Context: an optimization exercise on an open-source flow, tuned for small area, a short achievable clock period and few clock cycles per item. The choices shown serve that exercise and are no tape-out recipe.

==> flow/design.v (excerpt) <==
module gcd( input [31:0] a_in,
            input [31:0] b_in,
            input start,
            input reset_n,
            input clk,
            output [31:0] result,
            output done);
Size: about 870 cells after synthesis, ~75 flip-flops, roughly 100 I/O pins, ~0.0072 mm² of cells after synthesis.
export LEC_CHECK = 0
export CAP_MARGIN = 20
export CORE_MARGIN = 2
export CORE_UTILIZATION = 40
export PLACE_DENSITY = 0.6
export SLEW_MARGIN = 20
create_clock -name core_clock -period 4.0 [get_ports {clk}]
run.sh (not shown) runs the stock make flow with config.mk's settings and CLKGATE_MAP_FILE= SYNTH_SCRIPT=/design/flow/synth_recipe.tcl, a recipe that flattens the netlist after the stock synthesis.
The first run produced a clean layout.
Edit:
--- a/flow/design.v
+++ b/flow/design.v
@@ -201,40 +201,34 @@
     else if (M >= 4 && xl[3:0] == 4'd0) xs = {{4{x[32]}}, x[32:4]};
     else if (M >= 3 && xl[2:0] == 3'd0) xs = {{3{x[32]}}, x[32:3]};
     else if (M >= 2 && xl[1:0] == 2'd0) xs = {{2{x[32]}}, x[32:2]};
   end
   wire conv = !fx && x[32] && xs[0];
   wire fin = bz || (odd && e_zero);
   assign done   = busy && fin && k_zero;
   assign result = a[31:0] ^ {32{a[32]}};
   always_ff @(posedge clk, negedge reset_n) begin
-    if (!reset_n) begin
-      a    <= '0;
-      b    <= '0;
-      fb   <= 1'b0;
-      k    <= '0;
-      h    <= 1'b0;
-      busy <= 1'b0;
-      bz   <= 1'b0;
-    end else if (!busy) begin
+    if (!reset_n)                  busy <= 1'b0;
+    else if (!busy)                busy <= start;
+    else if (fin && k_zero)        busy <= 1'b0;
+  end
+  always_ff @(posedge clk) begin
+    if (!busy) begin
       b  <= {xs[32:1], xs[0] & !conv};
       fb <= fx | conv;
       if (start) begin
         a    <= {1'b0, a_in};
         b    <= {1'b1, ~b_in};
         fb   <= 1'b1;
         k    <= '0;
         h    <= 1'b0;
-        busy <= 1'b1;
         bz   <= (b_in == 32'd0);
       end
-    end else if (fin && k_zero) begin
-      busy <= 1'b0;
     end else if (bz) begin
       if (!k_zero) begin
         a <= {a[31:0], a[32]};
         k <= k - 5'd1;
       end
     end else begin
       b  <= {xs[32:1], xs[0] & !conv};
       fb <= fx | conv;
       bz <= odd ? e_zero : a_zero;
Outcome: Die area is lower by 6.5%. Global-route usage shrinks by 0.30 points. Routed wire length drops by 8.2%. Design area is lower by about 7%.
No functional check of the RTL was part of any run of this note.

---

== T ==
The RTL this note starts from:
==> flow/design.v <==
module gcd( input [31:0] a_in,
            input [31:0] b_in,
            input start,
            input reset_n,
            input clk,
            output [31:0] result,
            output done);
  localparam int M = 4;           
  logic [32:0] a, b;              
  logic        fb;                
  logic [4:0]  k;                 
  logic        h;                 
  logic        busy;
  logic        bz;                
  wire k_zero = (k == 5'd0);
  wire a_zero = (a == 33'd0);
  wire a_odd = a[0] ^ a[32];
  wire b_odd = b[0] ^ fb;
  wire [32:0] ag0 = b & a;
  wire [32:0] ap  = b ^ a;
  wire [31:0] ag  = {ag0[31:1], ag0[0] | ap[0]};
  wire cy_g0_1 = ag[1] | (ap[1] & ag[0]);
  wire cy_p0_1 = ap[1] & ap[0];
  wire cy_g0_3 = ag[3] | (ap[3] & ag[2]);
  wire cy_p0_3 = ap[3] & ap[2];
  wire cy_g0_5 = ag[5] | (ap[5] & ag[4]);
  wire cy_p0_5 = ap[5] & ap[4];
  wire cy_g0_7 = ag[7] | (ap[7] & ag[6]);
  wire cy_p0_7 = ap[7] & ap[6];
  wire cy_g0_9 = ag[9] | (ap[9] & ag[8]);
  wire cy_p0_9 = ap[9] & ap[8];
  wire cy_g0_11 = ag[11] | (ap[11] & ag[10]);
  wire cy_p0_11 = ap[11] & ap[10];
  wire cy_g0_13 = ag[13] | (ap[13] & ag[12]);
  wire cy_p0_13 = ap[13] & ap[12];
  wire cy_g0_15 = ag[15] | (ap[15] & ag[14]);
  wire cy_p0_15 = ap[15] & ap[14];
  wire cy_g0_17 = ag[17] | (ap[17] & ag[16]);
  wire cy_p0_17 = ap[17] & ap[16];
  wire cy_g0_19 = ag[19] | (ap[19] & ag[18]);
  wire cy_p0_19 = ap[19] & ap[18];
  wire cy_g0_21 = ag[21] | (ap[21] & ag[20]);
  wire cy_p0_21 = ap[21] & ap[20];
  wire cy_g0_23 = ag[23] | (ap[23] & ag[22]);
  wire cy_p0_23 = ap[23] & ap[22];
  wire cy_g0_25 = ag[25] | (ap[25] & ag[24]);
  wire cy_p0_25 = ap[25] & ap[24];
  wire cy_g0_27 = ag[27] | (ap[27] & ag[26]);
  wire cy_p0_27 = ap[27] & ap[26];
  wire cy_g0_29 = ag[29] | (ap[29] & ag[28]);
  wire cy_p0_29 = ap[29] & ap[28];
  wire cy_g0_31 = ag[31] | (ap[31] & ag[30]);
  wire cy_p0_31 = ap[31] & ap[30];
  wire cy_g1_3 = cy_g0_3 | (cy_p0_3 & cy_g0_1);
  wire cy_p1_3 = cy_p0_3 & cy_p0_1;
  wire cy_g1_7 = cy_g0_7 | (cy_p0_7 & cy_g0_5);
  wire cy_p1_7 = cy_p0_7 & cy_p0_5;
  wire cy_g1_11 = cy_g0_11 | (cy_p0_11 & cy_g0_9);
  wire cy_p1_11 = cy_p0_11 & cy_p0_9;
  wire cy_g1_15 = cy_g0_15 | (cy_p0_15 & cy_g0_13);
  wire cy_p1_15 = cy_p0_15 & cy_p0_13;
  wire cy_g1_19 = cy_g0_19 | (cy_p0_19 & cy_g0_17);
  wire cy_p1_19 = cy_p0_19 & cy_p0_17;
  wire cy_g1_23 = cy_g0_23 | (cy_p0_23 & cy_g0_21);
  wire cy_p1_23 = cy_p0_23 & cy_p0_21;
  wire cy_g1_27 = cy_g0_27 | (cy_p0_27 & cy_g0_25);
  wire cy_p1_27 = cy_p0_27 & cy_p0_25;
  wire cy_g1_31 = cy_g0_31 | (cy_p0_31 & cy_g0_29);
  wire cy_p1_31 = cy_p0_31 & cy_p0_29;
  wire cy_g2_7 = cy_g1_7 | (cy_p1_7 & cy_g1_3);
  wire cy_p2_7 = cy_p1_7 & cy_p1_3;
  wire cy_g2_15 = cy_g1_15 | (cy_p1_15 & cy_g1_11);
  wire cy_p2_15 = cy_p1_15 & cy_p1_11;
  wire cy_g2_23 = cy_g1_23 | (cy_p1_23 & cy_g1_19);
  wire cy_p2_23 = cy_p1_23 & cy_p1_19;
  wire cy_g2_31 = cy_g1_31 | (cy_p1_31 & cy_g1_27);
  wire cy_p2_31 = cy_p1_31 & cy_p1_27;
  wire cy_g3_15 = cy_g2_15 | (cy_p2_15 & cy_g2_7);
  wire cy_p3_15 = cy_p2_15 & cy_p2_7;
  wire cy_g3_31 = cy_g2_31 | (cy_p2_31 & cy_g2_23);
  wire cy_p3_31 = cy_p2_31 & cy_p2_23;
  wire cy_g4_31 = cy_g3_31 | (cy_p3_31 & cy_g3_15);
  wire cy_p4_31 = cy_p3_31 & cy_p3_15;
  wire cy_g5_23 = cy_g2_23 | (cy_p2_23 & cy_g3_15);
  wire cy_p5_23 = cy_p2_23 & cy_p3_15;
  wire cy_g6_11 = cy_g1_11 | (cy_p1_11 & cy_g2_7);
  wire cy_p6_11 = cy_p1_11 & cy_p2_7;
  wire cy_g6_19 = cy_g1_19 | (cy_p1_19 & cy_g3_15);
  wire cy_p6_19 = cy_p1_19 & cy_p3_15;
  wire cy_g6_27 = cy_g1_27 | (cy_p1_27 & cy_g5_23);
  wire cy_p6_27 = cy_p1_27 & cy_p5_23;
  wire cy_g7_5 = cy_g0_5 | (cy_p0_5 & cy_g1_3);
  wire cy_p7_5 = cy_p0_5 & cy_p1_3;
  wire cy_g7_9 = cy_g0_9 | (cy_p0_9 & cy_g2_7);
  wire cy_p7_9 = cy_p0_9 & cy_p2_7;
  wire cy_g7_13 = cy_g0_13 | (cy_p0_13 & cy_g6_11);
  wire cy_p7_13 = cy_p0_13 & cy_p6_11;
  wire cy_g7_17 = cy_g0_17 | (cy_p0_17 & cy_g3_15);
  wire cy_p7_17 = cy_p0_17 & cy_p3_15;
  wire cy_g7_21 = cy_g0_21 | (cy_p0_21 & cy_g6_19);
  wire cy_p7_21 = cy_p0_21 & cy_p6_19;
  wire cy_g7_25 = cy_g0_25 | (cy_p0_25 & cy_g5_23);
  wire cy_p7_25 = cy_p0_25 & cy_p5_23;
  wire cy_g7_29 = cy_g0_29 | (cy_p0_29 & cy_g6_27);
  wire cy_p7_29 = cy_p0_29 & cy_p6_27;
  wire cy_g8_2 = ag[2] | (ap[2] & cy_g0_1);
  wire cy_p8_2 = ap[2] & cy_p0_1;
  wire cy_g8_4 = ag[4] | (ap[4] & cy_g1_3);
  wire cy_p8_4 = ap[4] & cy_p1_3;
  wire cy_g8_6 = ag[6] | (ap[6] & cy_g7_5);
  wire cy_p8_6 = ap[6] & cy_p7_5;
  wire cy_g8_8 = ag[8] | (ap[8] & cy_g2_7);
  wire cy_p8_8 = ap[8] & cy_p2_7;
  wire cy_g8_10 = ag[10] | (ap[10] & cy_g7_9);
  wire cy_p8_10 = ap[10] & cy_p7_9;
  wire cy_g8_12 = ag[12] | (ap[12] & cy_g6_11);
  wire cy_p8_12 = ap[12] & cy_p6_11;
  wire cy_g8_14 = ag[14] | (ap[14] & cy_g7_13);
  wire cy_p8_14 = ap[14] & cy_p7_13;
  wire cy_g8_16 = ag[16] | (ap[16] & cy_g3_15);
  wire cy_p8_16 = ap[16] & cy_p3_15;
  wire cy_g8_18 = ag[18] | (ap[18] & cy_g7_17);
  wire cy_p8_18 = ap[18] & cy_p7_17;
  wire cy_g8_20 = ag[20] | (ap[20] & cy_g6_19);
  wire cy_p8_20 = ap[20] & cy_p6_19;
  wire cy_g8_22 = ag[22] | (ap[22] & cy_g7_21);
  wire cy_p8_22 = ap[22] & cy_p7_21;
  wire cy_g8_24 = ag[24] | (ap[24] & cy_g5_23);
  wire cy_p8_24 = ap[24] & cy_p5_23;
  wire cy_g8_26 = ag[26] | (ap[26] & cy_g7_25);
  wire cy_p8_26 = ap[26] & cy_p7_25;
  wire cy_g8_28 = ag[28] | (ap[28] & cy_g6_27);
  wire cy_p8_28 = ap[28] & cy_p6_27;
  wire cy_g8_30 = ag[30] | (ap[30] & cy_g7_29);
  wire cy_p8_30 = ap[30] & cy_p7_29;
  wire [31:0] cy_G = {cy_g4_31, cy_g8_30, cy_g7_29, cy_g8_28, cy_g6_27, cy_g8_26, cy_g7_25, cy_g8_24, cy_g5_23, cy_g8_22, cy_g7_21, cy_g8_20, cy_g6_19, cy_g8_18, cy_g7_17, cy_g8_16, cy_g3_15, cy_g8_14, cy_g7_13, cy_g8_12, cy_g6_11, cy_g8_10, cy_g7_9, cy_g8_8, cy_g2_7, cy_g8_6, cy_g7_5, cy_g8_4, cy_g1_3, cy_g8_2, cy_g0_1, ag[0]};
  wire [32:0] e = ap ^ {cy_G, 1'b1};        
  wire e_zero = &(a ^ b);                   
  wire swap = e[32] ^ b[32];                
  wire strip  = h || (!a_odd && !b_odd);    
  wire a_even = !a_odd && b_odd;
  wire odd    = a_odd && b_odd;
  logic [32:0] x;
  logic        fx;
  always_comb begin
    if (strip || a_even) begin x = a; fx = a[32]; end
    else if (odd)        begin x = e; fx = 1'b0;  end
    else                 begin x = b; fx = fb;    end
  end
  wire [3:0] xl = x[3:0] ^ {4{fx}};
  logic [32:0] xs;
  always_comb begin
    xs = {x[32], x[32:1]};
    if (strip) xs = {x[32], x[32:1]};
    else if (M >= 4 && xl[3:0] == 4'd0) xs = {{4{x[32]}}, x[32:4]};
    else if (M >= 3 && xl[2:0] == 3'd0) xs = {{3{x[32]}}, x[32:3]};
    else if (M >= 2 && xl[1:0] == 2'd0) xs = {{2{x[32]}}, x[32:2]};
  end
  wire conv = !fx && x[32] && xs[0];
  wire fin = bz || (odd && e_zero);
  assign done   = busy && fin && k_zero;
  assign result = a[31:0] ^ {32{a[32]}};
  always_ff @(posedge clk, negedge reset_n) begin
    if (!reset_n)                  busy <= 1'b0;
    else if (!busy)                busy <= start;
    else if (fin && k_zero)        busy <= 1'b0;
  end
  wire load = !busy && start;
  always_ff @(posedge clk) begin
    b  <= load ? {1'b1, ~b_in} : {xs[32:1], xs[0] & !conv};
    fb <= load | fx | conv;
  end
  always_ff @(posedge clk) begin
    if (load) begin
      a  <= {1'b0, a_in};
      k  <= '0;
      h  <= 1'b0;
      bz <= (b_in == 32'd0);
    end else if (busy && bz) begin
      if (!k_zero) begin
        a <= {a[31:0], a[32]};
        k <= k - 5'd1;
      end
    end else if (busy) begin
      bz <= odd ? e_zero : a_zero;
      if (strip) begin
        a <= b;
        h <= !h;
        if (h) k <= k + 5'd1;
      end else if (a_even || (odd && swap)) begin
        a <= b;
      end
    end
  end
endmodule
==> flow/config.mk <==
export PLATFORM = sky130hd
export DESIGN_NAME = gcd
export DESIGN_NICKNAME = gcd
export VERILOG_FILES = /design/flow/design.v
export SDC_FILE = /design/flow/constraint.sdc
export NUM_CORES = 4
export LEC_CHECK = 0
export CAP_MARGIN = 20
export CORE_MARGIN = 2
export CORE_UTILIZATION = 40
export PLACE_DENSITY = 0.6
export SETUP_SLACK_MARGIN = 0.6
export SLEW_MARGIN = 20
==> flow/constraint.sdc <==
create_clock -name core_clock -period 4.0 [get_ports {clk}]
set_input_delay 0.8000 -clock core_clock [delete_from_list [all_inputs] [get_ports {clk}]]
set_output_delay 0.8000 -clock core_clock [all_outputs]
set_load 0.01 [all_outputs]
standard.sh (not shown) runs the stock make flow with config.mk's settings and CLKGATE_MAP_FILE= SYNTH_SCRIPT=/design/flow/synth_recipe.tcl, a recipe that flattens the netlist after the stock synthesis.
==> flow/flow/run.sh <==
#!/bin/bash
# Standard ORFS layout, with the port buffers made of the smallest buffer
# cell and a clock tree without dummy loads.
set -euo pipefail
export BUFFER_PORTS_ARGS="-buffer_cell sky130_fd_sc_hd__buf_1"
export CTS_ARGS="-sink_clustering_enable -repair_clock_nets -dont_use_dummy_load -sink_clustering_size 80 -sink_clustering_max_diameter 400 -buf_list sky130_fd_sc_hd__clkbuf_16"
bash standard.sh > standard_flow.log 2>&1
Here is what was changed in the inputs of P compared with T.
--- a/flow/design.v
+++ b/flow/design.v
@@ -5,7 +5,7 @@
             input clk,
             output [31:0] result,
             output done);
-  localparam int M = 4;           
+  localparam int M = 2;           
   logic [32:0] a, b;              
   logic        fb;                
   logic [4:0]  k;                 
Notes after the runs:
Delta(design area, P - T) < 0. Count of filler cells inserted in the layout delta for P relative to T: 235 lower. On P: minimum clock period after layout is 0.23 ns lower than what T gave. Taking P as 1.0, T lands at 1.05 on non-clock buffer instance count of the final layout.
No run of this note included a check of the RTL's function; only the layout flow was run.

## re-timing with driven ports
No port has a modelled driver above. Below, the same layouts with a new extraction and two added sets of constraints. Step 1, drivers: a clkbuf_16 drives clk and a buf_2 each remaining input, both assumed. Step 2 moves the port delays by t, midway between the first and last clock arrival at a register: inputs arrive t later, outputs are due t later. That takes back most of the time a late clock gives input paths. Slacks: no drivers / after step 1 / after step 2; pairs: no drivers / after step 1.
run	shift t [ns]	setup WS [ns]	latest minus earliest clock arrival (ns)	worst data-port slew with drivers (ns)
the first run of note 1	0.395	0.159 / 0.111 / 0.211	0.010 / 0.011	0.04
the second run of note 1	0.399	0.199 / 0.153 / 0.431	0.008 / 0.008	0.04
T	0.389	0.467 / 0.467 / 0.467	0.012 / 0.012	0.04
P	0.386	0.693 / 0.693 / 0.693	0.012 / 0.012	0.05
After both steps setup and hold are still met in every run listed.
